This design comes from an exercise in tuning for small area on the open sky130 flow, not from production work.
Only simulation tests tie the RTL to the original design; equivalence was not proved.
The flow treats the clock pin as an ideal source, which a real chip does not have.
Power and IR drop assume default switching activity.

$ cat design/flow/design.v
module debounce (
    input wire clock,
    input wire rst,
    input wire ic,
    input wire key,
    output wire edge_o
);
    reg p, w, x;
    wire kk = key ^ p;
    always @(posedge clock) begin
        if (rst) begin
            p <= 1'b0; w <= 1'b0; x <= 1'b0;
        end else begin
            p <= p ^ (w & ic & kk);
            w <= ~ic & (w | kk) & ~(x & ~p);
            x <= w & ic & (kk | p);
        end
    end
    assign edge_o = p & x;
endmodule
module timebase (
    input  wire clock,
    input  wire rst,       
    input  wire rst_n,     
    input  wire first,     
    output wire pulse,     
    output reg  blink,     
    output wire intclock,  
    output wire dstep,     
    output wire [2:0] q    
);
    reg [14:0] sd;
    wire sd_low0 = ~|sd[13:0];
    always @(posedge clock or negedge rst_n) begin
        if (!rst_n) sd <= 15'd0;
        else        sd <= {sd[13:0], sd[14] ^ sd[13] ^ sd_low0};
    end
    assign pulse = sd_low0 & ~sd[14] & ~first;
    localparam [14:0] BL_J = 15'd8486;
    localparam [14:0] BL_T = 15'd4251;
    reg [14:0] bl;
    wire bl_hit = (bl[0] == BL_T[0]) & (bl[1] == BL_T[1]) & (bl[2] == BL_T[2]) &
                  (bl[3] == BL_T[3]) & (bl[5] == BL_T[5]) & (bl[6] == BL_T[6]) &
                  (bl[7] == BL_T[7]) & (bl[8] == BL_T[8]) & (bl[10] == BL_T[10]) &
                  (bl[12] == BL_T[12]) & (bl[14] == BL_T[14]);
    always @(posedge clock or negedge rst_n) begin
        if (!rst_n) bl <= BL_J;
        else        bl <= {bl[13:0], ~(bl[14] ^ bl[3])} ^ {10'd0, bl_hit, 4'd0};
    end
    always @(posedge clock) begin
        if (rst)         blink <= 1'b0;
        else if (bl_hit) blink <= ~blink;
    end
    reg [3:0] c15;
    reg       h;
    reg [2:0] dq;
    reg [3:0] c11;
    wire z = ~|c15;
    always @(posedge clock or negedge rst_n) begin
        if (!rst_n) c15 <= 4'd0;
        else        c15 <= {c15[2:0], ~(c15[3] ^ c15[2])};
    end
    reg [2:0] dq_next;
    always @(*) begin
        case (dq)
            3'b000:  dq_next = 3'b001;
            3'b001:  dq_next = 3'b110;
            3'b110:  dq_next = 3'b010;
            3'b010:  dq_next = 3'b011;
            3'b011:  dq_next = 3'b111;
            3'b111:  dq_next = 3'b100;
            3'b100:  dq_next = 3'b101;
            default: dq_next = 3'b000;
        endcase
    end
    always @(posedge clock) begin
        if (rst) begin
            h   <= 1'b0;
            dq  <= 3'b000;
            c11 <= 4'd0;
        end else if (z) begin
            h   <= ~h;
            if (h) dq <= dq_next;
            c11 <= (c11[3] & c11[1]) ? 4'd0 : c11 + 4'd1;
        end
    end
    assign intclock = h ^ c11[0] ^ ((c11 == 4'd0) & ~z);
    assign dstep = z & h;
    assign q = dq;
endmodule
module watch (
    input  wire clock,
    input  wire rst,
    input  wire pulse,
    input  wire cfg_e,
    input  wire inc_e,
    input  wire dec_e,
    output reg  [1:0] md,    
    output reg  [5:0] sb,
    output reg  [5:0] es,
    output reg  [5:0] mi,
    output reg  [4:0] hr
);
    always @(posedge clock) begin
        if (rst)        md <= 2'd3;
        else if (cfg_e) md <= md - 2'd1;
    end
    wire m_run = (md == 2'd3);
    wire m_eh  = (md == 2'd2);
    wire m_em  = (md == 2'd1);
    wire m_es  = (md == 2'd0);
    wire tick  = m_run & pulse;
    wire es59  = (es == 6'd59);
    wire mi59  = (mi == 6'd59);
    wire carry = tick & ~cfg_e & es59;
    reg  [1:0] fs;       
    always @(*) begin
        if (m_run) fs = carry ? (mi59 ? 2'd2 : 2'd1) : 2'd0;
        else       fs = md;
    end
    reg  [5:0] x;
    always @(*) begin
        case (fs)
            2'd0:    x = es;
            2'd1:    x = mi;
            default: x = {1'b0, hr};
        endcase
    end
    wire [5:0] lim = fs[1] ? 6'd23 : 6'd59;
    wire up = m_run | inc_e;
    wire [5:0] y = up ? ((x == lim) ? 6'd0 : x + 6'd1)
                      : ((x == 6'd0) ? lim : x - 6'd1);
    wire ed = (inc_e | dec_e);
    always @(posedge clock) begin
        if (rst)                         es <= 6'd0;
        else if (tick & ~cfg_e)          es <= es59 ? 6'd0 : y;
        else if (m_es & ed & ~cfg_e)     es <= y;
    end
    always @(posedge clock) begin
        if (rst)                 sb <= 6'd0;
        else if (tick)           sb <= es59 ? 6'd0 : y;
        else if (m_es & cfg_e)   sb <= es;
    end
    always @(posedge clock) begin
        if (rst)                 mi <= 6'd0;
        else if (carry)          mi <= mi59 ? 6'd0 : y;
        else if (m_em & ed)      mi <= y;
    end
    always @(posedge clock) begin
        if (rst)                      hr <= 5'd0;
        else if ((carry & mi59) | (m_eh & ed)) hr <= y[4:0];
    end
endmodule
module dspl_drv (
    input  wire clock,
    input  wire disp_rst,
    input  wire dstep,
    input  wire [2:0] q,
    input  wire blink,
    input  wire [1:0] md,    
    input  wire [5:0] es, mi,
    input  wire [4:0] hr,
    output wire [7:0] an,
    output wire [7:0] dec_ddp
);
    wire [1:0] f = q[2:1];
    wire       t = q[0];
    reg  [5:0] fv;
    always @(*) begin
        case (f)
            2'b00:   fv = es;
            2'b01:   fv = mi;
            2'b10:   fv = {1'b0, hr};
            default: fv = 6'd0;
        endcase
    end
    wire [2:0] fv_t = (fv >= 6'd50) ? 3'd5 : (fv >= 6'd40) ? 3'd4 : (fv >= 6'd30) ? 3'd3 :
                      (fv >= 6'd20) ? 3'd2 : (fv >= 6'd10) ? 3'd1 : 3'd0;
    wire [5:0] fv_u = fv - {fv_t, 3'b000} - {1'b0, fv_t, 1'b0};
    wire [3:0] dig = t ? {1'b0, fv_t} : fv_u[3:0];
    wire fen = blink | (md != f);
    reg [3:0] sel;
    reg       en;
    always @(posedge clock or posedge disp_rst) begin
        if (disp_rst) begin
            sel  <= 4'd15;
            en   <= 1'b0;
        end else if (dstep) begin
            sel  <= dig;
            en   <= fen;
        end
    end
    assign an[0] = ~(en & (q == 3'b001));
    assign an[1] = ~(en & (q == 3'b110));
    assign an[2] = 1'b1;
    assign an[3] = ~(en & (q == 3'b011));
    assign an[4] = ~(en & (q == 3'b111));
    assign an[5] = 1'b1;
    assign an[6] = ~(en & (q == 3'b101));
    assign an[7] = ~(en & (q == 3'b000));
    reg [6:0] seg;
    always @(*) begin
        case (sel)
            4'd1: seg = 7'b1001111;
            4'd2: seg = 7'b0010010;
            4'd3: seg = 7'b0000110;
            4'd4: seg = 7'b1001100;
            4'd5: seg = 7'b0100100;
            4'd6: seg = 7'b0100000;
            4'd7: seg = 7'b0001111;
            4'd8: seg = 7'b0000000;
            4'd9: seg = 7'b0000100;
            default: seg = 7'b0000001;
        endcase
    end
    assign dec_ddp = {seg, ~(sel[3] & sel[2])};
endmodule
module clock_top(
    input wire clock,
    input wire reset_i,
    input wire config_i,
    input wire increment_i,
    input wire decrement_i,
    output wire [15:0] LED,
    output wire [7:0] an,
    output wire [7:0] dec_ddp
);
    reg [2:0] rs;
    always @(posedge clock or negedge reset_i) begin
        if (!reset_i) rs <= 3'b000;
        else          rs <= {rs[1], rs[1] | rs[0], ~rs[2]};
    end
    wire rst_n    = rs[2];
    wire rst      = ~rs[2];
    wire disp_rst = ~rs[2] | rs[0];
    wire pulse, blink, intclock, dstep;
    wire [2:0] q;
    timebase u_tb (
        .clock(clock), .rst(rst), .rst_n(rst_n), .first(rs[0]),
        .pulse(pulse), .blink(blink), .intclock(intclock), .dstep(dstep), .q(q)
    );
    wire cfg_e, inc_e, dec_e;
    debounce u_dc (.clock(clock), .rst(rst), .ic(intclock), .key(config_i),    .edge_o(cfg_e));
    debounce u_di (.clock(clock), .rst(rst), .ic(intclock), .key(increment_i), .edge_o(inc_e));
    debounce u_dd (.clock(clock), .rst(rst), .ic(intclock), .key(decrement_i), .edge_o(dec_e));
    wire [1:0] md;
    wire [5:0] sb, es, mi;
    wire [4:0] hr;
    watch u_w (
        .clock(clock), .rst(rst), .pulse(pulse),
        .cfg_e(cfg_e), .inc_e(inc_e), .dec_e(dec_e),
        .md(md), .sb(sb), .es(es), .mi(mi), .hr(hr)
    );
    assign LED = {10'b0, sb};
    dspl_drv u_d (
        .clock(clock), .disp_rst(disp_rst), .dstep(dstep), .q(q), .blink(blink),
        .md(md), .es(es), .mi(mi), .hr(hr),
        .an(an), .dec_ddp(dec_ddp)
    );
endmodule
$ cat design/flow/flow/run.sh
#!/bin/bash
# Own layout flow:
#  1. the standard synthesis (standard.sh synth), unchanged;
#  2. the combinational logic between the registers is mapped again with
#     several area-oriented ABC scripts (abc_scripts.txt, one per line); every
#     register instance (name and cell) is kept. The smallest result that
#     Yosys proves equivalent to the standard netlist is used (if none is
#     proved, the standard netlist is used);
#  3. the standard layout (standard.sh finish) on that netlist, with the
#     port buffers made of buf_1 cells.
# Each tool writes its full output to a log file of its own here.
set -uo pipefail
W=$(pwd)
F=$W/flow
R=$W/orfs/results/$FLOW_PLATFORM/clock_top/base
LIB=$FLOW_HOME/platforms/$FLOW_PLATFORM/lib/sky130_fd_sc_hd__tt_025C_1v80.lib

bash standard.sh synth > $W/log_1_synth.log 2>&1 || exit 1
cp $R/1_2_yosys.v $W/std_netlist.v

python3 $F/gen_cells.py $LIB $W/cells_comb.v $W/cells_seq.v > $W/log_2_cells.log 2>&1

DU="-dont_use sky130_fd_sc_hd__probe_p_8 -dont_use sky130_fd_sc_hd__probec_p_8 -dont_use sky130_fd_sc_hd__lpflow_*"
i=0
while IFS= read -r line; do
  [[ -z "$line" ]] && continue
  i=$((i+1))
  echo "$line" | tr ';' '\n' > $W/reopt_$i.abc
  cat > $W/reopt_$i.ys <<EOF
read_liberty -lib $LIB
read_verilog $W/std_netlist.v
hierarchy -top $FLOW_TOP
techmap -map $W/cells_comb.v
opt_clean
techmap
opt -purge
abc -liberty $LIB $DU -script $W/reopt_$i.abc
opt_clean -purge
hilomap -singleton -hicell sky130_fd_sc_hd__conb_1 HI -locell sky130_fd_sc_hd__conb_1 LO
splitnets
opt_clean -purge
tee -o $W/reopt_$i.stat stat -liberty $LIB
write_verilog -noattr -nohex -nodec $W/reopt_$i.v
EOF
  timeout 300 yosys -s $W/reopt_$i.ys > $W/log_3_reopt_$i.log 2>&1 &
done < $F/abc_scripts.txt
wait

# candidates, smallest first
for f in $W/reopt_*.stat; do
  a=$(awk '/Chip area/ {print $NF}' $f)
  [[ -n "$a" ]] && echo "$a ${f%.stat}.v"
done | sort -g > $W/log_4_candidates.log

choice=""
while read -r a v; do
  [[ -s $v ]] || continue
  cat > $W/equiv.ys <<EOF
read_verilog $W/cells_comb.v
read_verilog $W/cells_seq.v
read_verilog $W/std_netlist.v
rename $FLOW_TOP gold
read_verilog $v
rename $FLOW_TOP gate
proc
flatten gold gate
opt_clean
async2sync
equiv_make gold gate eq
equiv_simple -seq 2 eq
equiv_induct eq
equiv_status -assert eq
EOF
  if timeout 600 yosys -s $W/equiv.ys > $W/log_5_equiv_$(basename $v .v).log 2>&1; then
    choice=$v
    break
  fi
done < $W/log_4_candidates.log

if [[ -n "$choice" ]]; then
  echo "using $choice (proved equivalent)" > $W/log_5_choice.log
  cp $choice $R/1_2_yosys.v
  rm -f $R/1_synth.odb $R/1_synth.sdc
else
  echo "no re-mapped netlist proved equivalent; using the standard one" > $W/log_5_choice.log
fi

bash standard.sh "BUFFER_PORTS_ARGS=-buffer_cell sky130_fd_sc_hd__buf_1" "CTS_ARGS=-repair_clock_nets -buf_list sky130_fd_sc_hd__clkbuf_8 -dont_use_dummy_load" finish > $W/log_6_layout.log 2>&1
$ cat design/flow/flow/abc_scripts.txt
&get -n; &st; &deepsyn -T 20; &nf -a; &put
&get -n; &st; &deepsyn -T 20; &put; dch -f; amap
&get -n; &st; &deepsyn -T 20; &nf -a -R 1000; &put
&get -n; &st; &deepsyn -T 20; &put; dch -f; map -a; amap
&get -n; &st; &deepsyn -T 20 -S 1; &nf -a; &put
&get -n; &st; &deepsyn -T 20 -S 2; &put; dch -f; amap
&get -n; &st; &deepsyn -T 20 -S 3; &nf -a; &put
&get -n; &st; &deepsyn -T 20 -S 4; &put; dch -f; amap
$ cat design/flow/flow/gen_cells.py
#!/usr/bin/env python3
"""Write Verilog models of a Liberty file's cells.
usage: gen_cells.py LIB OUT_COMB [OUT_SEQ]
OUT_COMB: combinational cells (for techmap: their logic as assigns).
OUT_SEQ:  flip-flop models (for simulation only)."""
import re, sys

def blocks(text, start=0):
    """Yield (head, body) for each top-level 'name (args) { ... }' group in text."""
    i = start
    n = len(text)
    while i < n:
        m = re.compile(r'(\w+)\s*\(([^)]*)\)\s*\{').search(text, i)
        if not m:
            return
        depth = 1
        j = m.end()
        while depth and j < n:
            c = text[j]
            if c == '{':
                depth += 1
            elif c == '}':
                depth -= 1
            j += 1
        yield m.group(1), m.group(2).strip().strip('"'), text[m.end():j - 1]
        i = j

def attr(body, name):
    m = re.search(r'\b' + name + r'\s*:\s*"?([^";]*)"?\s*;', body)
    return m.group(1).strip() if m else None

def vexpr(f):
    f = f.replace('!', '~').replace('*', '&').replace('+', '|')
    # implicit AND written as a space between operands
    f = re.sub(r'([\w)])\s+(?=[~\w(])', r'\1 & ', f)
    return f

lib = open(sys.argv[1]).read()
libbody = next(blocks(lib))[2]
comb, seq = [], []
for kind, name, body in blocks(libbody):
    if kind != 'cell':
        continue
    if attr(body, 'dont_use') == 'true':
        pass
    inner = list(blocks(body))
    kinds = {k for k, _, _ in inner}
    pins = []
    for k, pname, pbody in inner:
        if k == 'pin':
            pins.append((pname, attr(pbody, 'direction'), attr(pbody, 'function'),
                         attr(pbody, 'three_state')))
    if not pins:
        continue
    ins = [p for p, d, _, _ in pins if d == 'input']
    outs = [(p, f) for p, d, f, t in pins if d == 'output']
    if any(t for _, _, _, t in pins):
        continue
    if kinds & {'ff', 'latch', 'statetable'}:
        ffb = [b for k, _, b in inner if k == 'ff']
        if not ffb or 'clkgate' in name or 'sdf' in name or 'dfbb' in name:
            continue
        b = ffb[0]
        nxt = vexpr(attr(b, 'next_state'))
        clk = attr(b, 'clocked_on')
        clr = attr(b, 'clear')
        pre = attr(b, 'preset')
        ev = ['posedge ' + clk] if not clk.startswith('!') else ['negedge ' + clk[1:]]
        body_v = []
        cond = []
        if clr:
            c = clr.strip()
            if c.startswith('!'):
                ev.append('negedge ' + c[1:]); body_v.append(f'if (!{c[1:]}) IQ <= 1\'b0;')
            else:
                ev.append('posedge ' + c); body_v.append(f'if ({c}) IQ <= 1\'b0;')
        if pre:
            c = pre.strip()
            kw = 'else if' if body_v else 'if'
            if c.startswith('!'):
                ev.append('negedge ' + c[1:]); body_v.append(f'{kw} (!{c[1:]}) IQ <= 1\'b1;')
            else:
                ev.append('posedge ' + c); body_v.append(f'{kw} ({c}) IQ <= 1\'b1;')
        body_v.append(('else ' if body_v else '') + f'IQ <= {nxt};')
        s = f'module {name} ({", ".join(ins + [o for o, _ in outs])});\n'
        s += ''.join(f'  input {p};\n' for p in ins)
        s += ''.join(f'  output {o};\n' for o, _ in outs)
        s += '  reg IQ;\n'
        s += f'  always @({" or ".join(ev)}) begin\n    ' + '\n    '.join(body_v) + '\n  end\n'
        for o, f in outs:
            s += f'  assign {o} = {vexpr(f).replace("IQ_N", "~IQ")};\n'
        s += 'endmodule\n'
        seq.append(s)
        continue
    if not outs or any(f is None for _, f in outs):
        continue
    s = f'module {name} ({", ".join(ins + [o for o, _ in outs])});\n'
    s += ''.join(f'  input {p};\n' for p in ins)
    s += ''.join(f'  output {o};\n' for o, _ in outs)
    for o, f in outs:
        s += f'  assign {o} = {vexpr(f)};\n'
    s += 'endmodule\n'
    comb.append(s)
open(sys.argv[2], 'w').write('\n'.join(comb))
if len(sys.argv) > 3:
    open(sys.argv[3], 'w').write('\n'.join(seq))
print(len(comb), 'combinational,', len(seq), 'sequential models')
$ cat design/flow/standard.sh
#!/bin/bash
# synth_recipe.tcl (not shown) runs the flow's synth.tcl, then flattens the netlist and writes it again
# the make line also repeats each setting of config.mk as NAME=value (left out here)
make -C /OpenROAD-flow-scripts/flow DESIGN_CONFIG=/design/flow/config.mk WORK_HOME=/design/flow/orfs CLKGATE_MAP_FILE= SYNTH_SCRIPT=/design/flow/synth_recipe.tcl "${@:-finish}"
$ cat design/flow/config.mk
export PLATFORM = sky130hd
export DESIGN_NAME = clock_top
export DESIGN_NICKNAME = clock_top
export VERILOG_FILES = /design/flow/design.v
export SDC_FILE = /design/flow/constraint.sdc
export NUM_CORES = 4
export LEC_CHECK = 0
export ABC_AREA = 1
export CAP_MARGIN = 20
export CORE_MARGIN = 2
export CORE_UTILIZATION = 40
export CTS_BUF_LIST = sky130_fd_sc_hd__clkbuf_8
export SLEW_MARGIN = 20
$ cat design/flow/constraint.sdc
create_clock -name core_clock -period 10.0 [get_ports {clock}]
set_input_delay 2.0000 -clock core_clock [delete_from_list [all_inputs] [get_ports {clock}]]
set_output_delay 2.0000 -clock core_clock [all_outputs]
set_load 0.01 [all_outputs]
==> results.py, run 1 <==
metrics = {
    "status": {
        "status": "no timing/DRC/antenna violations",
    },
    "final_layout": {
        "diodes": 0,
        "fin_area_um2": 3900,
        "utilization_pct": 45.4,
        "final.fill_count": 856,
        "nets": 444,
        "drive_gt1_share_pct": 4.58,
        "syn_to_final_growth_pct": 11.5,
    },
    "sta": {
        "max_slew_margin_pct": 49.5,
        "finalCritPeriodShare_pct": 49.0,
        "worst_slew_pin_slew_ns": 0.755,
        "postLayoutSetupSlackWorst_ns": 5.10,
        "setup_violations": 0,
        "maxSlewViolCount": 0,
        "hold_violations": 0,
        "fin_setup_tns_ns": 0,
        "skew_ns": 0.0364,
        "fmax_mhz": 204,
        "rsz0062_at_grt": "no",
        "timing.hold.ws_ns": 0.296,
        "period_needed_ns": 4.90,
    },
    "placed_design": {
        "port_buffers": 24,
        "post_dp_cell_area_um2": 3780,
        "dp_slack_ns": 5.15,
        "gp_congestion": 0.891,
        "hpwl_mm": 5.90,
    },
    "clock_network": {
        "cts_setup_buffers": 0,
        "cts_hold_buf": 0,
        "numClockSinks": 85,
        "cts_made_buffers": 9,
        "cts.path.max_buffers": 2,
        "htree_levels": 3,
        "clk_pin_slew_ns": 0.10,
        "clk_latency_ns": 0.36,
        "cts_tree": "built",
        "ctsResizeCount": 0,
        "cts_root_buf": "clkbuf_8",
    },
    "worst_setup_path": {
        "end_kind": "register",
        "critPathMaxFanout": 8,
        "reg2reg_depth": 21,
        "startpoint": "u_tb.sd[3]",
        "start_kind": "register",
        "cp.arrival_ns": 5.15,
        "cp.required_ns": 10.25,
        "worst-setup-path-type": "reg2reg",
        "ff2ff_setup_slack_ns": 5.10,
        "crit_end": "u_w.es[2]",
        "r2r-start": "u_tb.sd[3]",
        "r2r_end": "u_w.es[2]",
    },
    "logic_synthesis": {
        "synthCells": 392,
        "syn_area_um2": 3500,
        "postSynthAreaPerCell_um2": 8.93,
        "yosys_warnings": 5,
    },
    "floorplan": {
        "start_util_pct": 40.7,
        "fp.dieArea_um2": 9510,
        "die-height_um": 97.5,
        "core_um2": 8590,
        "io_pins": 37,
        "die_x_um": 97.5,
        "rows": 34,
    },
    "global_routing": {
        "grt_max_degree": 45,
        "grt_pass1_vias": 2742,
        "antenna_found_initial": 0,
        "grt_usage_pct": 17.0,
        "grt_pass1_wl_mm": 13.2,
        "overflow": 0,
    },
    "power_and_ir_drop": {
        "leakagePower_nw": 1.40,
        "peakVddDrop_v": 0.0000666,
        "powerDensity_nw_per_um2": 135,
    },
    "drt": {
        "vias_per_cell": 5.39,
        "wl_mm": 7.69,
        "wl_per_cell_um": 14.1,
        "dr.pass1.iters": 4,
        "drc": 0,
        "ant_nets": 0,
        "dr.first_iter.drc_count": 180,
        "via_count": 2937,
    },
    "worst_hold_path": {
        "hp-class": "reg2async",
    },
    "job": {
        "cap_violations": 0,
    },
}
[worst min path at each step]
stage	end	slack [ns]	cells past startpoint
after floorplan	u_d.en	0.23	1
after global placement	u_d.en	0.33	1
after detailed placement	u_d.en	0.33	1
after CTS	u_tb.c15[2]	0.32	1
after global routing	u_tb.c15[2]	0.35	1
final	u_tb.bl[9]	0.30	1
[stage by stage]
step	total power [mW]	std cells
after floorplan	0.351	402
after global placement	0.352	536
after detailed placement	0.352	536
after CTS	0.534	545
after global routing	0.548	545
final	0.528	545
[critical path: stages, from the launching register on]
cell and delay, ns:
dfrtp_1 0.38, nor4_1 0.28, nand2_1 0.08, nor4b_1 0.34
nand4_1 0.36, clkinv_1 0.16, nand2_1 0.10, o32ai_1 0.69
nor2_1 0.20, a222oi_1 0.48, nand2_1 0.14, nor2_1 0.17
clkinv_1 0.10, nor2_1 0.15, clkinv_1 0.10, nor2_1 0.15
clkinv_1 0.10, nor2_1 0.18, nand2_1 0.09, o21a_1 0.10
o22a_1 0.24, o32ai_1 0.22
[cells in the final DEF (no fill, tap or decap), drive strengths merged, types with 7 or more instances in the layout]
cell type,n
a21oi,18
o21ai,19
clkinv,63
clkbuf,9
nor3,11
nand2,29
conb,12
nand3,12
dfxtp,43
o221ai,7
dfstp,9
a211oi,9
nand4,7
o22ai,24
buf,26
nor2,59
dfrtp,33
[sequential cells by signal (all words and copies together) (netlist names), named ones only]
| signal | cells |
|---|---|
| u_tb.bl | 15 |
| u_dd.w | 1 |
| u_dc.x | 1 |
| u_tb.c15 | 4 |
| u_w.hr | 5 |
| u_d.en | 1 |
| u_w.mi | 6 |
| u_w.es | 6 |
| rs | 3 |
| u_dd.x | 1 |
| u_tb.h | 1 |
| u_tb.sd | 15 |
| u_tb.c11 | 4 |
| u_di.w | 1 |
| u_w.md | 2 |
| u_tb.dq | 2 |
| u_w.sb | 6 |
| u_tb.blink | 1 |
| u_di.x | 1 |
| u_dc.w | 1 |
| u_d.sel | 4 |
[metal layers]
layer	vias up	GRT usage (%)	share of wire, %
met5	-	0	0
met4	0	5.24	1.2
met3	10	3.67	5.9
met2	87	26.7	45
met1	1355	23.7	48
li1	1485	-	-
[final cells by class]
cell class / count / area (um^2) / share of cell area [%]
Timing Repair Buffer: 26 / 105 / 2.69
Sequential cell: 85 / 1920 / 49.3
Inverter: 63 / 236 / 6.06
Clock buffer: 9 / 124 / 3.18
Multi-Input combinational cell: 254 / 1380 / 35.3
Tap cell: 108 / 135 / 3.46
[where the power goes]
part             switching (mW)  leakage [nW]  total [mW]  internal, mW
Sequential     0.00000000000177         0.775       0.341         0.341
Clock                     0.102        0.0647       0.183        0.0806
Combinational           0.00311         0.559     0.00375      0.000640
Total                     0.105          1.40       0.528         0.422
==> run 2: changes to the inputs <==
--- a/design/flow/flow/run.sh
+++ b/design/flow/flow/run.sh
@@ -87,2 +87,2 @@
 
-bash standard.sh "BUFFER_PORTS_ARGS=-buffer_cell sky130_fd_sc_hd__buf_1" "CTS_ARGS=-repair_clock_nets -buf_list sky130_fd_sc_hd__clkbuf_8 -dont_use_dummy_load" finish > $W/log_6_layout.log 2>&1
+bash standard.sh "BUFFER_PORTS_ARGS=-buffer_cell sky130_fd_sc_hd__buf_1" "CTS_ARGS=-sink_clustering_enable -repair_clock_nets -buf_list sky130_fd_sc_hd__clkbuf_16 -sink_clustering_size 30 -sink_clustering_max_diameter 100 -dont_use_dummy_load" finish > $W/log_6_layout.log 2>&1
==> run 2 against run 1 <==
  * Sequential power barely moved
  * Largest power group unchanged
  * Sequential cell count did not move
  * Cell count did not move
  * Final area rose by 2.6%
  * Clock power rose by 47%
  * Setup slack got worse by 0.0060 ns
  * Register-to-register slack barely moved
  * Utilization rose by 1.2 points
  * Sequential share of layout area fell by 1.2 points
  * Highest routed layer unchanged
  * Clock-buffer cell count did not move
  * Global-route usage did not move
  * Largest cell class unchanged
==> results.py, run 2 <==
metrics = {
    "status": {
        "status": "no timing/DRC/antenna violations",
    },
    "sta": {
        "max_slew_margin_pct": 49.1,
        "skew_ns": 0.0239,
        "maxSlewViolCount": 0,
        "finalCritPeriodShare_pct": 49.1,
        "fmax_mhz": 204,
        "period_needed_ns": 4.91,
        "worst_slew_pin_slew_ns": 0.762,
        "rsz0062_at_grt": "no",
        "fin_setup_tns_ns": 0,
        "setup_violations": 0,
        "hold_violations": 0,
    },
    "worst_setup_path": {
        "r2r-start": "u_tb.sd[3]",
        "start_kind": "register",
        "r2r_end": "u_w.es[2]",
        "path_common_cell": "nor2_1",
        "worst-setup-path-type": "reg2reg",
        "reg2reg_depth": 21,
        "crit_family": "simple AND/OR/NAND/NOR gates",
        "cp.arrival_ns": 5.14,
        "cp.depth": 21,
        "ff2ff_setup_slack_ns": 5.09,
        "startpoint": "u_tb.sd[3]",
        "crit_end": "u_w.es[2]",
        "worst-path-buf-inv": 4,
        "cp.required_ns": 10.24,
        "critPathMaxFanout": 8,
        "crit_path_cell_trace": "nor4_1, nand2_1, nor4b_1, nand4_1, clkinv_1, nand2_1, o32ai_1, nor2_1, a222oi_1, nand2_1, nor2_1, clkinv_1, nor2_1, clkinv_1, nor2_1, clkinv_1, nor2_1, nand2_1, o21a_1, o22a_1, o32ai_1",
        "end_kind": "register",
        "slowest_stage": "o32ai_1",
        "slowest_delay_ns": 0.70,
    },
    "final_layout": {
        "nets": 444,
        "drive_gt1_share_pct": 4.58,
        "layout_common_cells": "clkinv_1, nor2_1, dfxtp_1",
        "diodes": 0,
        "seqCellArea_um2": 1920,
        "final_common_cell": "clkinv_1",
        "final.fill_count": 842,
        "syn_to_final_growth_pct": 14.4,
        "multi_input_area_um2": 1380,
        "top_regs": "u_tb.bl x15, u_tb.sd x15",
        "fin_area_um2": 4000,
    },
    "power_and_ir_drop": {
        "switching_share_pct": 18.6,
        "seqPwrFrac_pct": 55.6,
        "p_switching_mw": 0.114,
        "intPower_mw": 0.500,
        "pwr-share-clk_pct": 43.8,
        "powerDensity_nw_per_um2": 153,
        "leakagePower_nw": 1.45,
        "combPwrFrac_pct": 0.6,
        "peakVddDrop_v": 0.0000891,
    },
    "global_routing": {
        "antenna_found_initial": 0,
        "grt_max_degree": 45,
        "grt_usage_pct": 17.0,
        "overflow": 0,
        "grt_pass1_wl_mm": 13.2,
        "grt_pass1_vias": 2755,
    },
    "clock_network": {
        "numClockSinks": 85,
        "cts_setup_buffers": 0,
        "clk_latency_ns": 0.34,
        "clk_pin_slew_ns": 0.07,
        "htree_levels": 3,
        "cts_root_buf": "clkbuf_16",
        "ctsResizeCount": 0,
        "cts_hold_buf": 0,
        "cts.path.max_buffers": 2,
        "cts_made_buffers": 9,
        "cts_tree": "built",
    },
    "placed_design": {
        "gp_congestion": 0.891,
        "port_buffers": 24,
        "hpwl_mm": 5.90,
        "post_dp_cell_area_um2": 3780,
    },
    "job": {
        "cap_violations": 0,
    },
    "worst_hold_path": {
        "hp-class": "reg2async",
    },
    "floorplan": {
        "start_util_pct": 40.7,
        "die_x_um": 97.5,
        "die-height_um": 97.5,
        "io_pins": 37,
        "core_um2": 8590,
        "fp.dieArea_um2": 9510,
        "rows": 34,
    },
    "drt": {
        "vias_per_cell": 5.48,
        "via_count": 2985,
        "drc": 0,
        "dr.first_iter.drc_count": 197,
        "ant_nets": 0,
        "dr.pass1.iters": 5,
        "wl_per_cell_um": 14.2,
        "wl_mm": 7.75,
    },
    "logic_synthesis": {
        "syn_area_um2": 3500,
        "yosys_warnings": 5,
        "synthCells": 392,
        "postSynthAreaPerCell_um2": 8.93,
    },
}
-- run 2: cell count changes in the layout (fill, tap and decap cells not counted) --
cell	delta
clkbuf_8	-9
clkbuf_16	+9
-- run 2: cell type report --
cell class                      instances  area share, %
Timing Repair Buffer                   26           2.63
Multi-Input combinational cell        254           34.4
Inverter                               63           5.91
Clock buffer                            9           5.63
Sequential cell                        85           48.0
Tap cell                              108           3.38
-- run 2: worst min-delay path by stage --
stage | start | endpoint
finish | rs[2] | u_tb.bl[9]
global route | rs[2] | u_tb.c15[2]
CTS | rs[2] | u_tb.c15[2]
detailed placement | rs[0] | u_d.en
global placement | rs[0] | u_d.en
floorplan | rs[0] | u_d.en
-- run 2: power by group through the flow --
stage / Sequential [mW] / Clock (mW) / Combinational, mW
2_1_floorplan: 0.348 / 0 / 0.00262
5_1_grt: 0.341 / 0.290 / 0.00429
3_5_place_dp: 0.348 / 0 / 0.00367
3_3_place_gp: 0.348 / 0 / 0.00363
4_1_cts: 0.341 / 0.277 / 0.00368
6_report: 0.342 / 0.269 / 0.00375
-- run 2: stage by stage --
step	hold slack, ns	std cells	utilization (%)	setup WS (ns)	power, mW
global route	0.360	545	46.6	4.15	0.635
floorplan	0.233	402	-	5.79	0.351
finish	0.313	545	46.6	5.09	0.614
CTS	0.329	545	46.6	5.11	0.622
detailed placement	0.333	536	44.0	5.15	0.352
global placement	0.333	536	44.0	5.38	0.352
-- run 2: layer usage --
layer | share of wire (%) | up-vias | routed length, um | GRT usage (%)
met3 | 5.6 | 12 | 437 | 2.81
met1 | 47 | 1395 | 3680 | 23.6
met5 | 0 | - | 0 | 0
met2 | 45 | 92 | 3500 | 26.8
li1 | - | 1486 | - | -
met4 | 1.7 | 0 | 132 | 6.52
==> run 3: changes to the inputs <==
--- a/design/flow/flow/run.sh
+++ b/design/flow/flow/run.sh
@@ -87,2 +87,2 @@
 
-bash standard.sh "BUFFER_PORTS_ARGS=-buffer_cell sky130_fd_sc_hd__buf_1" "CTS_ARGS=-sink_clustering_enable -repair_clock_nets -buf_list sky130_fd_sc_hd__clkbuf_16 -sink_clustering_size 30 -sink_clustering_max_diameter 100 -dont_use_dummy_load" finish > $W/log_6_layout.log 2>&1
+bash standard.sh "BUFFER_PORTS_ARGS=-buffer_cell sky130_fd_sc_hd__buf_1" "CTS_ARGS=-sink_clustering_enable -repair_clock_nets -buf_list sky130_fd_sc_hd__clkbuf_8 -dont_use_dummy_load" finish > $W/log_6_layout.log 2>&1
==> run 3 against run 2 <==
  * Still clean
  * Register-to-register slack about the same
  * Sequential share of layout area increased by 1.2 points
  * Clock power decreased by 32%
  * Clock-buffer cell count unchanged
  * Utilization decreased by 1.2 points
  * First-iteration DRC count decreased by 8.6%
  * Setup slack improved by 0.0060 ns
  * Sequential power about the same
  * Worst hold slack got worse by 0.017 ns
  * Non-clock buffer count unchanged
  * Highest routed layer unchanged
==> results.py, run 3 <==
metrics = {
    "clock_network": {
        "cts_hold_buf": 0,
        "cts.path.max_buffers": 2,
        "clk_pin_slew_ns": 0.10,
        "clk_latency_ns": 0.36,
        "cts_root_buf": "clkbuf_8",
        "cts_made_buffers": 9,
        "htree_levels": 3,
        "cts_setup_buffers": 0,
        "numClockSinks": 85,
        "cts_tree": "built",
        "ctsResizeCount": 0,
    },
    "drt": {
        "dr.first_iter.drc_count": 180,
        "drc": 0,
        "dr.pass1.iters": 4,
        "wl_mm": 7.69,
        "via_count": 2937,
        "vias_per_cell": 5.39,
        "wl_per_cell_um": 14.1,
        "ant_nets": 0,
    },
    "final_layout": {
        "syn_to_final_growth_pct": 11.5,
        "top_regs": "u_tb.bl x15, u_tb.sd x15",
        "nets": 444,
        "layout_common_cells": "clkinv_1, nor2_1, dfxtp_1",
        "final_common_cell": "clkinv_1",
        "stdcell_count": 545,
        "fin_area_um2": 3900,
        "diodes": 0,
        "drive_gt1_share_pct": 4.58,
        "utilization_pct": 45.4,
    },
    "worst_setup_path": {
        "crit_path_cell_trace": "nor4_1, nand2_1, nor4b_1, nand4_1, clkinv_1, nand2_1, o32ai_1, nor2_1, a222oi_1, nand2_1, nor2_1, clkinv_1, nor2_1, clkinv_1, nor2_1, clkinv_1, nor2_1, nand2_1, o21a_1, o22a_1, o32ai_1",
        "cp.required_ns": 10.25,
        "cp.arrival_ns": 5.15,
        "start_kind": "register",
        "worst-setup-path-type": "reg2reg",
        "critPathMaxFanout": 8,
        "slowest_delay_ns": 0.69,
        "end_kind": "register",
        "path_common_cell": "nor2_1",
        "crit_family": "simple AND/OR/NAND/NOR gates",
        "worst-path-buf-inv": 4,
        "slowest_stage": "o32ai_1",
    },
    "global_routing": {
        "busiest_layer": "met2",
        "grt_pass1_vias": 2742,
        "overflow": 0,
        "grt_pass1_wl_mm": 13.2,
        "grt_use_met3_pct": 3.67,
        "antenna_found_initial": 0,
        "grt_usage_pct": 17.0,
        "grt_util_met2_pct": 26.7,
        "grt_max_degree": 45,
        "gr-usage-met1_pct": 23.7,
    },
    "placed_design": {
        "post_dp_cell_area_um2": 3780,
        "port_buffers": 24,
        "hpwl_mm": 5.90,
        "gp_congestion": 0.891,
        "post-place-cells": 536,
    },
    "floorplan": {
        "start_util_pct": 40.7,
        "rows": 34,
        "io_pins": 37,
        "die-height_um": 97.5,
        "fp.dieArea_um2": 9510,
        "die_x_um": 97.5,
        "core_um2": 8590,
    },
    "sta": {
        "finalCritPeriodShare_pct": 49.0,
        "period_needed_ns": 4.90,
        "maxSlewViolCount": 0,
        "skew_ns": 0.0364,
        "fin_setup_tns_ns": 0,
        "worst_slew_pin_slew_ns": 0.755,
        "setup_violations": 0,
        "hold_violations": 0,
        "max_slew_margin_pct": 49.5,
        "fmax_mhz": 204,
        "rsz0062_at_grt": "no",
    },
    "power_and_ir_drop": {
        "leakagePower_nw": 1.40,
        "peakVddDrop_v": 0.0000666,
        "powerDensity_nw_per_um2": 135,
    },
    "status": {
        "status": "no timing/DRC/antenna violations",
    },
    "worst_hold_path": {
        "hp-class": "reg2async",
    },
    "logic_synthesis": {
        "synthCells": 392,
        "postSynthAreaPerCell_um2": 8.93,
        "yosys_warnings": 5,
        "syn_area_um2": 3500,
    },
    "job": {
        "cap_violations": 0,
    },
}
## run 3: changes by cell type in the layout (fill, tap and decap cells not counted)
cell	delta
clkbuf_16	-9
clkbuf_8	+9
## run 3: final cells by class
type / count / area [um^2]
repair buffers: 26 / 105
flip-flops and latches: 85 / 1920
clock buffers: 9 / 124
inverters: 63 / 236
multi-input cells: 254 / 1380
fillers: 856 / 4690
well taps: 108 / 135
## run 3: per-layer routing
layer | part of all wire (%) | vias up | wire (um)
met4 | 1.2 | 0 | 89
met1 | 48 | 1355 | 3700
met2 | 45 | 87 | 3440
met3 | 5.9 | 10 | 457
li1 | - | 1485 | -
met5 | 0 | - | 0
## run 3: metrics by stage
stage               power, mW  setup WS, ns  hold WS (ns)
CTS                     0.534          5.11         0.319
detailed placement      0.352          5.15         0.333
finish                  0.528          5.10         0.296
floorplan               0.351          5.79         0.233
global route            0.548          4.15         0.346
global placement        0.352          5.38         0.333
## run 3: worst reg2reg max path, stage by stage, from the launching register on
cell      delay [ns]
dfrtp_1         0.38
nor4_1          0.28
nand2_1         0.08
nor4b_1         0.34
nand4_1         0.36
clkinv_1        0.16
nand2_1         0.10
o32ai_1         0.69
nor2_1          0.20
a222oi_1        0.48
nand2_1         0.14
nor2_1          0.17
clkinv_1        0.10
nor2_1          0.15
clkinv_1        0.10
nor2_1          0.15
clkinv_1        0.10
nor2_1          0.18
nand2_1         0.09
o21a_1          0.10
o22a_1          0.24
o32ai_1         0.22
## run 3: where the power goes
part           internal [mW]  leakage (nW)     switching, mW
clock                 0.0806        0.0647             0.102
combinational       0.000640         0.559           0.00311
sequential             0.341         0.775  0.00000000000177
## run 3: worst paths after layout
| check | slack [ns] | endpoint | start | depth (start not counted) |
|---|---|---|---|---|
| min in group core_clock | 0.35 | u_tb.c15[2] | u_tb.c15[1] | 0 |
| worst min register to register | 0.30 | u_tb.bl[9] | rs[2] | 1 |
| max in group asynchronous | 8.38 | rs[2] | reset_i | 1 |
| worst min-delay path | 0.30 | u_tb.bl[9] | rs[2] | 1 |
| worst max register to register | 5.10 | u_w.es[2] | u_tb.sd[3] | 21 |
| worst max-delay path | 5.10 | u_w.es[2] | u_tb.sd[3] | 21 |
==> run 4: changes to the inputs <==
--- a/design/flow/design.v
+++ b/design/flow/design.v
@@ -112,4 +112,4 @@
     wire tick  = m_run & pulse;
-    wire es59  = (es == 6'd59);
-    wire mi59  = (mi == 6'd59);
+    wire es59  = es[5] & es[4] & es[3] & es[1] & es[0];    
+    wire mi59  = mi[5] & mi[4] & mi[3] & mi[1] & mi[0];    
     wire carry = tick & ~cfg_e & es59;
@@ -130,4 +130,6 @@
     wire up = m_run | inc_e;
-    wire [5:0] y = up ? ((x == lim) ? 6'd0 : x + 6'd1)
-                      : ((x == 6'd0) ? lim : x - 6'd1);
+    wire xlim = fs[1] ? (x[4] & x[2] & x[1] & x[0]) : (x[5] & x[4] & x[3] & x[1] & x[0]);
+    wire [5:0] xs = x + {{5{~up}}, 1'b1};
+    wire [5:0] y = up ? (xlim ? 6'd0 : xs)
+                      : ((x == 6'd0) ? lim : xs);
     wire ed = (inc_e | dec_e);
==> design/flow/flow/abc_scripts.txt (replaced) <==
&get -n; &st; &deepsyn -T 20; &put; dch -f; amap
&get -n; &st; &deepsyn -T 20; &nf -a -R 1000; &put
&get -n; &st; &deepsyn -T 20; &put; dch -f; map -a; amap
&get -n; &st; &deepsyn -T 20; &put; dch -f; amap; &get -n; &st; &deepsyn -T 20; &put; dch -f; amap
&get -n; &st; &deepsyn -T 20 -S 11; &put; dch -f; amap
&get -n; &st; &deepsyn -T 20 -S 12; &put; dch -f; amap
&get -n; &st; &deepsyn -T 20 -S 13; &put; dch -f; amap
&get -n; &st; &deepsyn -T 20; &nf -a; &put
==> run 4 against run 3 <==
  * Sequential power about the same
  * Sequential share of layout area increased by 0.69 points
  * Critical path type unchanged
  * Clock skew increased by 0.00090 ns
==> results.py, run 4 <==
metrics = {
    "status": {
        "status": "no timing/DRC/antenna violations",
    },
    "final_layout": {
        "diodes": 0,
        "layout_common_cells": "clkinv_1, nor2_1, dfxtp_1",
        "top_regs": "u_tb.bl x15, u_tb.sd x15",
        "nets": 436,
        "drive_gt1_share_pct": 4.43,
        "final.fill_count": 847,
        "multi_input_area_um2": 1360,
        "seqCellArea_um2": 1920,
        "final_common_cell": "clkinv_1",
        "syn_to_final_growth_pct": 11.3,
    },
    "floorplan": {
        "start_util_pct": 41.7,
        "core_um2": 8300,
        "rows": 33,
        "fp.dieArea_um2": 9400,
        "die-height_um": 97.0,
        "io_pins": 37,
        "die_x_um": 97.0,
    },
    "clock_network": {
        "numClockSinks": 85,
        "cts.path.max_buffers": 2,
        "htree_levels": 3,
        "cts_setup_buffers": 0,
        "clk_pin_slew_ns": 0.10,
        "cts_made_buffers": 9,
        "clk_latency_ns": 0.35,
        "cts_tree": "built",
        "cts_root_buf": "clkbuf_8",
        "cts_hold_buf": 0,
        "ctsResizeCount": 0,
    },
    "global_routing": {
        "overflow": 0,
        "grt_max_degree": 49,
        "grt_use_met3_pct": 4.05,
        "busiest_layer": "met1",
        "grt_usage_pct": 16.5,
        "grt_pass1_wl_mm": 12.7,
        "grt_util_met2_pct": 23.3,
        "gr-usage-met1_pct": 25.1,
        "grt_pass1_vias": 2585,
        "antenna_found_initial": 0,
    },
    "job": {
        "cap_violations": 0,
    },
    "logic_synthesis": {
        "syn_area_um2": 3460,
        "postSynthAreaPerCell_um2": 8.98,
        "yosys_warnings": 5,
        "synthCells": 385,
    },
    "worst_setup_path": {
        "worst-setup-path-type": "reg2reg",
        "crit_path_cell_trace": "nor4_1, nand2_1, nor4b_1, nand4_1, clkinv_1, nand4_1, nor3_1, clkinv_1, o21ai_0, nor2_1, a222oi_1, nand2_1, or3_1, or3_1, a31oi_1, o221ai_1",
        "cp.required_ns": 10.18,
        "slowest_stage": "a222oi_1",
        "end_kind": "register",
        "slowest_delay_ns": 0.71,
        "reg2reg_depth": 16,
        "start_kind": "register",
        "cp.arrival_ns": 5.25,
        "critPathMaxFanout": 9,
    },
    "sta": {
        "period_needed_ns": 5.07,
        "fmax_mhz": 197,
        "postLayoutSetupSlackWorst_ns": 4.93,
        "finalCritPeriodShare_pct": 50.7,
        "fin_setup_tns_ns": 0,
        "setup_violations": 0,
        "worst_slew_pin_slew_ns": 0.961,
        "skew_ns": 0.0373,
        "rsz0062_at_grt": "no",
        "hold_violations": 0,
        "maxSlewViolCount": 0,
        "max_slew_margin_pct": 35.3,
    },
    "placed_design": {
        "dp_slack_ns": 5.02,
        "hpwl_mm": 5.57,
        "gp_congestion": 0.882,
        "port_buffers": 24,
    },
    "drt": {
        "dr.pass1.iters": 5,
        "via_count": 2912,
        "wl_per_cell_um": 14.2,
        "ant_nets": 0,
        "vias_per_cell": 5.45,
        "dr.first_iter.drc_count": 195,
        "drc": 0,
        "wl_mm": 7.60,
    },
    "worst_hold_path": {
        "hp-class": "reg2async",
    },
    "power_and_ir_drop": {
        "peakVddDrop_v": 0.0000907,
        "powerDensity_nw_per_um2": 137,
        "leakagePower_nw": 1.35,
    },
}
-- run 4: worst max-delay path: cells and delay by family, from the launching register on --
family / cells / cell delay, ns
flip-flops: 1 / 0.39
buffers and inverters: 2 / 0.24
AO/OA/AOI/OAI: 4 / 1.64
AND/OR/NAND/NOR: 10 / 2.64
-- run 4: power by group --
group | switching [mW] | total (mW) | internal (mW) | leakage [nW]
combinational | 0.00317 | 0.00379 | 0.000618 | 0.515
clock | 0.103 | 0.184 | 0.0807 | 0.0647
sequential | 0.00000000000187 | 0.341 | 0.341 | 0.775
-- run 4: layout make-up --
cell class | count | area share (%)
clock buffers | 9 | 3.22
repair buffers | 25 | 2.54
well taps | 105 | 3.41
flip-flops and latches | 85 | 50.0
inverters | 57 | 5.56
multi-input cells | 253 | 35.3
-- run 4: worst paths after layout --
path	to	slack, ns	start
worst min register to register	u_tb.bl[7]	0.29	rs[2]
min in group core_clock	u_tb.bl[12]	0.36	u_tb.bl[11]
worst min-delay path	u_tb.bl[7]	0.29	rs[2]
worst max-delay path	u_w.sb[2]	4.93	u_tb.sd[9]
max in group asynchronous	u_d.sel[1]	8.12	rs[2]
worst max register to register	u_w.sb[2]	4.93	u_tb.sd[9]
-- run 4: metrics by stage --
step | total power [mW] | instance area, um^2 | hold WS, ns | std cells | utilization, %
after CTS | 0.535 | 3850 | 0.305 | 534 | 46.4
final | 0.529 | 3850 | 0.286 | 534 | 46.4
after detailed placement | 0.352 | 3720 | 0.329 | 525 | 44.9
after global placement | 0.352 | 3720 | 0.324 | 525 | 44.9
after global routing | 0.554 | 3850 | 0.364 | 534 | 46.4
after floorplan | 0.351 | 3490 | 0.233 | 395 | -
-- run 4: metal layers --
| metal | part of all wire [%] | wire length, um |
|---|---|---|
| met5 | 0 | 0 |
| met1 | 51 | 3890 |
| met3 | 5.4 | 410 |
| met2 | 43 | 3250 |
| met4 | 0.66 | 50 |
==> run 5: changes to the inputs <==
--- a/design/flow/design.v
+++ b/design/flow/design.v
@@ -31,7 +31,8 @@
 );
+    localparam [14:0] P15 = 15'b010101010101010;
     reg [14:0] sd;
-    wire sd_low0 = ~|sd[13:0];
-    always @(posedge clock or negedge rst_n) begin
-        if (!rst_n) sd <= 15'd0;
-        else        sd <= {sd[13:0], sd[14] ^ sd[13] ^ sd_low0};
+    wire sd_low0 = (sd[13:0] == P15[13:0]);            
+    always @(posedge clock) begin
+        if (rst) sd <= P15;                             
+        else     sd <= {~sd[13:0], ~(sd[14] ^ sd[13]) ^ sd_low0};
     end
@@ -40,10 +41,11 @@
     localparam [14:0] BL_T = 15'd4251;
+    localparam [14:0] BL_R = BL_T ^ P15;
     reg [14:0] bl;
-    wire bl_hit = (bl[0] == BL_T[0]) & (bl[1] == BL_T[1]) & (bl[2] == BL_T[2]) &
-                  (bl[3] == BL_T[3]) & (bl[5] == BL_T[5]) & (bl[6] == BL_T[6]) &
-                  (bl[7] == BL_T[7]) & (bl[8] == BL_T[8]) & (bl[10] == BL_T[10]) &
-                  (bl[12] == BL_T[12]) & (bl[14] == BL_T[14]);
-    always @(posedge clock or negedge rst_n) begin
-        if (!rst_n) bl <= BL_J;
-        else        bl <= {bl[13:0], ~(bl[14] ^ bl[3])} ^ {10'd0, bl_hit, 4'd0};
+    wire bl_hit = (bl[0] == BL_R[0]) & (bl[1] == BL_R[1]) & (bl[2] == BL_R[2]) &
+                  (bl[3] == BL_R[3]) & (bl[5] == BL_R[5]) & (bl[6] == BL_R[6]) &
+                  (bl[7] == BL_R[7]) & (bl[8] == BL_R[8]) & (bl[10] == BL_R[10]) &
+                  (bl[12] == BL_R[12]) & (bl[14] == BL_R[14]);
+    always @(posedge clock) begin
+        if (rst) bl <= BL_J ^ P15;
+        else     bl <= {~bl[13:0], bl[14] ^ bl[3]} ^ {10'd0, bl_hit, 4'd0};
     end
@@ -57,6 +59,6 @@
     reg [3:0] c11;
-    wire z = ~|c15;
-    always @(posedge clock or negedge rst_n) begin
-        if (!rst_n) c15 <= 4'd0;
-        else        c15 <= {c15[2:0], ~(c15[3] ^ c15[2])};
+    wire z = (c15 == 4'b1010);                          
+    always @(posedge clock) begin
+        if (rst) c15 <= 4'b1010;
+        else     c15 <= {~c15[2:0], c15[3] ^ c15[2]};
     end
@@ -187,3 +189,3 @@
         if (disp_rst) begin
-            sel  <= 4'd15;
+            sel  <= 4'd12;
             en   <= 1'b0;
@@ -214,3 +216,3 @@
             4'd9: seg = 7'b0000100;
-            default: seg = 7'b0000001;
+            default: seg = 7'b0000001;    
         endcase
==> run 5 against run 4 <==
  * Die area is 0.59% lower
  * Critical path depth is 4 higher
  * Clock power about the same
  * Synthesized area is 0.62% lower
  * Synthesized cell count grew 9.1%
  * Sequential share of layout area decreased by 4.5 points
  * Largest power group unchanged
  * Cell count increased by 6.7%
  * Total power is 0.43% lower
  * Maximum frequency grew 11%
==> results.py, run 5 <==
metrics = {
    "worst_setup_path": {
        "end_kind": "register",
        "start_kind": "register",
        "worst-setup-path-type": "reg2reg",
        "crit_path_cell_trace": "nor4bb_1, nand4_1, or4_1, nor2_1, clkinv_1, nor2_1, nand2_1, nor2_1, a21oi_1, clkinv_1, nor2_1, nand2_1, o221ai_1, or2_0, or3_1, nor2_1, nor2_1, o21ai_0, o21ai_0, o21a_1",
        "path_common_cell": "nor2_1",
        "cp.arrival_ns": 4.78,
        "cp.required_ns": 10.23,
        "slowest_delay_ns": 0.44,
        "slowest_stage": "or4_1",
        "critPathMaxFanout": 9,
    },
    "floorplan": {
        "rows": 33,
        "die-height_um": 96.7,
        "core_um2": 8260,
        "io_pins": 37,
        "die_x_um": 96.7,
        "fp.dieArea_um2": 9350,
        "start_util_pct": 41.6,
    },
    "global_routing": {
        "grt_pass1_wl_mm": 13.5,
        "grt_max_degree": 29,
        "overflow": 0,
        "grt_usage_pct": 17.5,
        "antenna_found_initial": 0,
        "grt_pass1_vias": 2799,
    },
    "drt": {
        "drc": 0,
        "via_count": 3124,
        "vias_per_cell": 5.48,
        "dr.first_iter.drc_count": 152,
        "wl_per_cell_um": 13.9,
        "wl_mm": 7.90,
        "dr.pass1.iters": 4,
        "ant_nets": 0,
    },
    "sta": {
        "fmax_mhz": 220,
        "period_needed_ns": 4.55,
        "finalCritPeriodShare_pct": 45.5,
        "fin_setup_tns_ns": 0,
        "postLayoutSetupSlackWorst_ns": 5.45,
        "worst_slew_pin_slew_ns": 0.875,
        "rsz0062_at_grt": "no",
        "skew_ns": 0.0309,
        "max_slew_margin_pct": 41.7,
        "hold_violations": 0,
        "setup_violations": 0,
        "maxSlewViolCount": 0,
    },
    "clock_network": {
        "ctsResizeCount": 0,
        "numClockSinks": 85,
        "cts.path.max_buffers": 2,
        "cts_made_buffers": 9,
        "clk_pin_slew_ns": 0.08,
        "clk_latency_ns": 0.36,
        "htree_levels": 3,
        "cts_hold_buf": 0,
        "cts_tree": "built",
        "cts_root_buf": "clkbuf_8",
        "cts_setup_buffers": 0,
    },
    "final_layout": {
        "layout_common_cells": "dfxtp_1, nor2_1, clkinv_1",
        "final.fill_count": 841,
        "final_common_cell": "dfxtp_1",
        "fin_area_um2": 3830,
        "nets": 472,
        "seqCellArea_um2": 1740,
        "multi_input_area_um2": 1520,
        "diodes": 0,
        "top_regs": "u_tb.bl x15, u_tb.sd x15",
        "drive_gt1_share_pct": 2.80,
        "syn_to_final_growth_pct": 11.6,
    },
    "placed_design": {
        "dp_slack_ns": 5.59,
        "port_buffers": 24,
        "hpwl_mm": 5.95,
        "post_dp_cell_area_um2": 3710,
        "gp_congestion": 0.883,
    },
    "worst_hold_path": {
        "hp-class": "reg2async",
    },
    "logic_synthesis": {
        "yosys_warnings": 5,
        "postSynthAreaPerCell_um2": 8.18,
        "synthCells": 420,
        "syn_area_um2": 3440,
    },
    "power_and_ir_drop": {
        "peakVddDrop_v": 0.0000656,
        "leakagePower_nw": 1.43,
        "powerDensity_nw_per_um2": 137,
        "total_power_mw": 0.526,
    },
    "job": {
        "cap_violations": 0,
    },
    "status": {
        "status": "no timing/DRC/antenna violations",
    },
}
-- run 5: through the flow --
stage / hold slack, ns / std cells / utilization (%)
3_3_place_gp: 0.324 / 561 / 44.9
3_5_place_dp: 0.340 / 561 / 44.9
4_1_cts: 0.350 / 570 / 46.4
2_1_floorplan: 0.230 / 430 / -
5_1_grt: 0.388 / 570 / 46.4
6_report: 0.333 / 570 / 46.4
-- run 5: final timing paths --
check	start	to	slack [ns]	cells past startpoint
worst max-delay path	u_tb.sd[13]	u_w.sb[4]	5.45	20
max in group asynchronous	reset_i	rs[2]	8.41	1
worst min register to register	rs[0]	u_d.en	0.33	1
min in group core_clock	u_tb.bl[11]	u_tb.bl[12]	0.37	1
worst min-delay path	rs[0]	u_d.en	0.33	1
worst max register to register	u_tb.sd[13]	u_w.sb[4]	5.45	20
-- run 5: layer usage --
layer  vias up  track usage, %  share of wire (%)
met2        86            26.9                 44
li1       1573               -                  -
met1      1455            24.4                 50
met3        10            2.82                4.8
met4         0            7.48                1.7
met5         -               0                  0
-- run 5: critical path: cells and delay by family (launching register included) --
kind                   cells  cell delay, ns
and+or+nand+nor           13            2.73
buffers and inverters      2            0.30
DFF                        1            0.34
AOI/OAI and AO/OA          5            1.05
-- run 5: area by class of cell --
type	count	area share, %
Timing Repair Buffer	26	2.74
Multi-Input combinational cell	288	39.5
Clock buffer	9	3.23
Tap cell	105	3.43
Sequential cell	85	45.5
Inverter	57	5.58
-- run 5: power by group --
part | internal, mW | switching [mW]
clock | 0.0805 | 0.103
combinational | 0.000797 | 0.00316
sequential | 0.339 | 0.000000000000000215
total | 0.420 | 0.106
==> run 6: changes to the inputs <==
--- a/design/flow/flow/run.sh
+++ b/design/flow/flow/run.sh
@@ -9,3 +9,4 @@
 #  3. the standard layout (standard.sh finish) on that netlist, with the
-#     port buffers made of buf_1 cells.
+#     port buffers made of buf_1 cells and the clock tree made by
+#     manual_cts.tcl (4 clkbuf_8 leaf buffers driven by the clock port).
 # Each tool writes its full output to a log file of its own here.
@@ -87,2 +88,5 @@
 
-bash standard.sh "BUFFER_PORTS_ARGS=-buffer_cell sky130_fd_sc_hd__buf_1" "CTS_ARGS=-sink_clustering_enable -repair_clock_nets -buf_list sky130_fd_sc_hd__clkbuf_8 -dont_use_dummy_load" finish > $W/log_6_layout.log 2>&1
+bash standard.sh "BUFFER_PORTS_ARGS=-buffer_cell sky130_fd_sc_hd__buf_1" \
+  "PRE_CTS_TCL=$F/manual_cts.tcl" CTS_LEAVES=4 CTS_LEAF_BUF=sky130_fd_sc_hd__clkbuf_8 CTS_BIG_BUF=sky130_fd_sc_hd__clkbuf_16 CTS_BIG_AT=0 \
+  "CTS_ARGS=-sink_clustering_enable -repair_clock_nets -buf_list sky130_fd_sc_hd__clkbuf_8 -dont_use_dummy_load" \
+  finish > $W/log_6_layout.log 2>&1
==> design/flow/flow/manual_cts.tcl (new file) <==
# Clock tree made by hand, run before ORFS's clock_tree_synthesis (PRE_CTS_TCL):
# the registers are split into CTS_LEAVES groups by position (k-means), each
# group is driven by one buffer placed at its centre (CTS_BIG_BUF for a group
# of more than CTS_BIG_AT registers, else CTS_LEAF_BUF), and the
# clock port drives those buffers. The clock nets are then left out of
# clock_tree_synthesis, so it adds nothing; the rest of the CTS step
# (legalisation, timing repair) runs as usual.
set K $::env(CTS_LEAVES)
set BUF $::env(CTS_LEAF_BUF)
set block [ord::get_db_block]
set db [ord::get_db]
set clk [$block findNet clock]
set sinks {}
foreach it [$clk getITerms] {
  set inst [$it getInst]
  set bb [$inst getBBox]
  lappend sinks [list $it [expr {([$bb xMin] + [$bb xMax]) / 2}] [expr {([$bb yMin] + [$bb yMax]) / 2}]]
}
set n [llength $sinks]
puts "manual CTS: $n clock sinks, $K leaf buffers $BUF"
# k-means on the sink positions, seeded by sinks spread through the list
set sorted [lsort -real -index 1 $sinks]
set cent {}
for {set k 0} {$k < $K} {incr k} {
  set s [lindex $sorted [expr {(2 * $k + 1) * $n / (2 * $K)}]]
  lappend cent [list [lindex $s 1] [lindex $s 2]]
}
for {set iter 0} {$iter < 50} {incr iter} {
  set asg {}
  foreach s $sinks {
    set best 0
    set bd 1e18
    for {set k 0} {$k < $K} {incr k} {
      set c [lindex $cent $k]
      set d [expr {abs([lindex $s 1] - [lindex $c 0]) + abs([lindex $s 2] - [lindex $c 1])}]
      if {$d < $bd} { set bd $d; set best $k }
    }
    lappend asg $best
  }
  set newc {}
  for {set k 0} {$k < $K} {incr k} {
    set sx 0.0; set sy 0.0; set c 0
    foreach s $sinks a $asg {
      if {$a == $k} { set sx [expr {$sx + [lindex $s 1]}]; set sy [expr {$sy + [lindex $s 2]}]; incr c }
    }
    if {$c > 0} { lappend newc [list [expr {$sx / $c}] [expr {$sy / $c}]] } else { lappend newc [lindex $cent $k] }
  }
  set cent $newc
}
set BIG_BUF $::env(CTS_BIG_BUF)
set BIG_AT $::env(CTS_BIG_AT)
set skip [list clock]
for {set k 0} {$k < $K} {incr k} {
  set cnt 0
  foreach a $asg { if {$a == $k} { incr cnt } }
  # a larger buffer for a larger group
  set master [$db findMaster [expr {$cnt > $BIG_AT ? $BIG_BUF : $BUF}]]
  set inst [odb::dbInst_create $block $master "clkleaf_$k"]
  set net [odb::dbNet_create $block "clknet_leaf_$k"]
  $net setSigType CLOCK
  [$inst findITerm A] connect $clk
  [$inst findITerm X] connect $net
  set c [lindex $cent $k]
  $inst setLocation [expr {int([lindex $c 0])}] [expr {int([lindex $c 1])}]
  $inst setPlacementStatus PLACED
  set cnt 0
  foreach s $sinks a $asg {
    if {$a == $k} { set it [lindex $s 0]; $it disconnect; $it connect $net; incr cnt }
  }
  puts "manual CTS: clkleaf_$k ([$master getName]) drives $cnt sinks"
  lappend skip "clknet_leaf_$k"
}
set_cts_config -skip_nets $skip
==> run 6 against run 5 <==
  * Wire length decreased by 1.4%
  * Total power shrank 5.5%
  * Setup slack got worse by 0.025 ns
  * Utilization is 0.29 points lower
  * Cell count decreased by 0.88%
  * Via count down 0.90%
  * Critical endpoint unchanged
  * Largest cell class unchanged
==> results.py, run 6 <==
metrics = {
    "logic_synthesis": {
        "postSynthAreaPerCell_um2": 8.18,
        "synthCells": 420,
        "yosys_warnings": 5,
        "syn_area_um2": 3440,
    },
    "sta": {
        "skew_ns": 0.0300,
        "max_slew_margin_pct": 41.3,
        "period_needed_ns": 4.57,
        "fin_setup_tns_ns": 0,
        "maxSlewViolCount": 0,
        "finalCritPeriodShare_pct": 45.7,
        "worst_slew_pin_slew_ns": 0.880,
        "setup_violations": 0,
        "hold_violations": 0,
        "timing.hold.ws_ns": 0.341,
        "fmax_mhz": 219,
        "rsz0062_at_grt": "no",
    },
    "global_routing": {
        "antenna_found_initial": 0,
        "overflow": 0,
        "grt_usage_pct": 16.1,
        "grt_max_degree": 29,
        "grt_pass1_vias": 2773,
        "grt_pass1_wl_mm": 13.3,
    },
    "placed_design": {
        "gp_congestion": 0.883,
        "port_buffers": 24,
        "hpwl_mm": 5.95,
    },
    "job": {
        "cap_violations": 0,
    },
    "clock_network": {
        "cts_setup_buffers": 0,
        "clk_pin_slew_ns": 0.10,
        "ctsResizeCount": 0,
        "clk_latency_ns": 0.16,
        "cts_hold_buf": 0,
    },
    "drt": {
        "drc": 0,
        "ant_nets": 0,
        "vias_per_cell": 5.48,
        "via_count": 3096,
        "wl_per_cell_um": 13.8,
        "dr.first_iter.drc_count": 170,
        "wl_mm": 7.79,
        "dr.pass1.iters": 5,
    },
    "power_and_ir_drop": {
        "peakVddDrop_v": 0.0000953,
        "leakagePower_nw": 1.41,
        "powerDensity_nw_per_um2": 131,
    },
    "worst_setup_path": {
        "r2r-start": "u_tb.sd[13]",
        "start_kind": "register",
        "worst-path-buf-inv": 2,
        "crit_end": "u_w.sb[4]",
        "cp.arrival_ns": 4.60,
        "startpoint": "u_tb.sd[13]",
        "slowest_delay_ns": 0.44,
        "reg2reg_depth": 20,
        "path_common_cell": "nor2_1",
        "slowest_stage": "or4_1",
        "end_kind": "register",
        "r2r_end": "u_w.sb[4]",
        "critPathMaxFanout": 9,
        "ff2ff_setup_slack_ns": 5.43,
        "cp.depth": 20,
        "worst-setup-path-type": "reg2reg",
        "crit_family": "simple AND/OR/NAND/NOR gates",
        "cp.required_ns": 10.03,
        "crit_path_cell_trace": "nor4bb_1, nand4_1, or4_1, nor2_1, clkinv_1, nor2_1, nand2_1, nor2_1, a21oi_1, clkinv_1, nor2_1, nand2_1, o221ai_1, or2_0, or3_1, nor2_1, nor2_1, o21ai_0, o21ai_0, o21a_1",
    },
    "final_layout": {
        "drive_gt1_share_pct": 1.74,
        "multi_input_area_um2": 1520,
        "nets": 467,
        "diodes": 0,
        "final_common_cell": "dfxtp_1",
        "top_regs": "u_tb.bl x15, u_tb.sd x15",
        "layout_common_cells": "dfxtp_1, nor2_1, clkinv_1",
        "syn_to_final_growth_pct": 10.9,
        "final.fill_count": 836,
        "seqCellArea_um2": 1740,
    },
    "status": {
        "status": "no timing/DRC/antenna violations",
    },
    "worst_hold_path": {
        "hp-class": "reg2async",
    },
    "floorplan": {
        "io_pins": 37,
        "start_util_pct": 41.6,
        "die_x_um": 96.7,
        "fp.dieArea_um2": 9350,
        "rows": 33,
        "core_um2": 8260,
        "die-height_um": 96.7,
    },
}
[run 6: changes by cell type in the layout (fill, tap and decap cells not counted)]
cell,change
clkbuf_16,+4
clkbuf_8,-9
[run 6: how the worst min path moves through the flow]
stage,slack [ns],from,cells after the start,endpoint
floorplan,0.23,rs[0],1,u_d.en
global placement,0.32,rs[0],1,u_d.en
detailed placement,0.34,rs[0],1,u_d.en
CTS,0.34,rs[0],1,u_d.en
global route,0.39,rs[0],1,u_d.en
finish,0.34,rs[0],1,u_d.en
[run 6: layer usage]
metal / routed length (um) / global-route usage [%] / up-vias
li1: - / - / 1559
met1: 3880 / 24.2 / 1445
met2: 3430 / 26.4 / 83
met3: 373 / 1.23 / 9
met4: 106 / 1.84 / 0
met5: 0 / 0 / -
[run 6: final cells by class]
cell class | count | share of cell area [%]
well taps | 105 | 3.45
inverters | 57 | 5.62
plain buffers | 4 | 2.63
multi-input cells | 288 | 39.8
flip-flops and latches | 85 | 45.8
repair buffers | 26 | 2.76
[run 6: where the power goes]
group                switching [mW]  total [mW]  internal [mW]  leakage, nW
Sequential     0.000000000000000230       0.339          0.339        0.713
Clock                        0.0820       0.155         0.0728       0.0493
Combinational               0.00315     0.00395       0.000797        0.650
[run 6: worst reg2reg max path: cells and delay by family, from the launching register on]
kind,cells,cell delay [ns]
flip-flops,1,0.35
AND/OR/NAND/NOR,13,2.71
AO/OA/AOI/OAI,5,1.07
buffers and inverters,2,0.31
[run 6: metrics by stage]
stage	utilization, %	worst slack [ns]	std cells	power, mW	area (um^2)
after floorplan	-	6.25	430	0.349	3470
after global placement	44.9	5.82	561	0.350	3710
after detailed placement	44.9	5.59	561	0.350	3710
after CTS	46.1	5.57	565	0.473	3810
after global routing	46.1	4.88	565	0.516	3810
final	46.1	5.43	565	0.497	3810

==> what the ideal ports hide <==
How much do the figures lean on ideal ports? The routed layouts below were timed once more, with nothing changed but the port constraints.
Step 1 sets driving cells, clkbuf_16 on the clock port and buf_2 on the other inputs (assumed; they add their load-dependent delay and slew).
Step 2 also shifts input and output timing later by t, the mid clock arrival at the registers, as if the neighbouring blocks saw the same clock.
Slacks: ideal / step 1 / step 2; pairs: ideal / step 1.
| run | t (ns) | setup slack, ns | worst setup path at the end | slew at the worst register clock pin (ns) | cell pins on the clock port's net |
|---|---|---|---|---|---|
| run 1 | 0.367 | 5.100 / 5.100 / 5.100 | register to register | 0.10 / 0.10 | 1 |
| run 2 | 0.363 | 5.094 / 5.094 / 5.094 | register to register | 0.07 / 0.07 | 1 |
| run 3 | 0.367 | 5.100 / 5.100 / 5.100 | register to register | 0.10 / 0.10 | 1 |
| run 4 | 0.366 | 4.935 / 4.935 / 4.935 | register to register | 0.10 / 0.10 | 1 |
| run 5 | 0.376 | 5.454 / 5.454 / 5.454 | register to register | 0.09 / 0.09 | 1 |
| run 6 | 0.227 | 5.428 / 5.428 / 5.428 | register to register | 0.10 / 0.10 | 4 |
After both steps setup and hold are still met in every run listed.
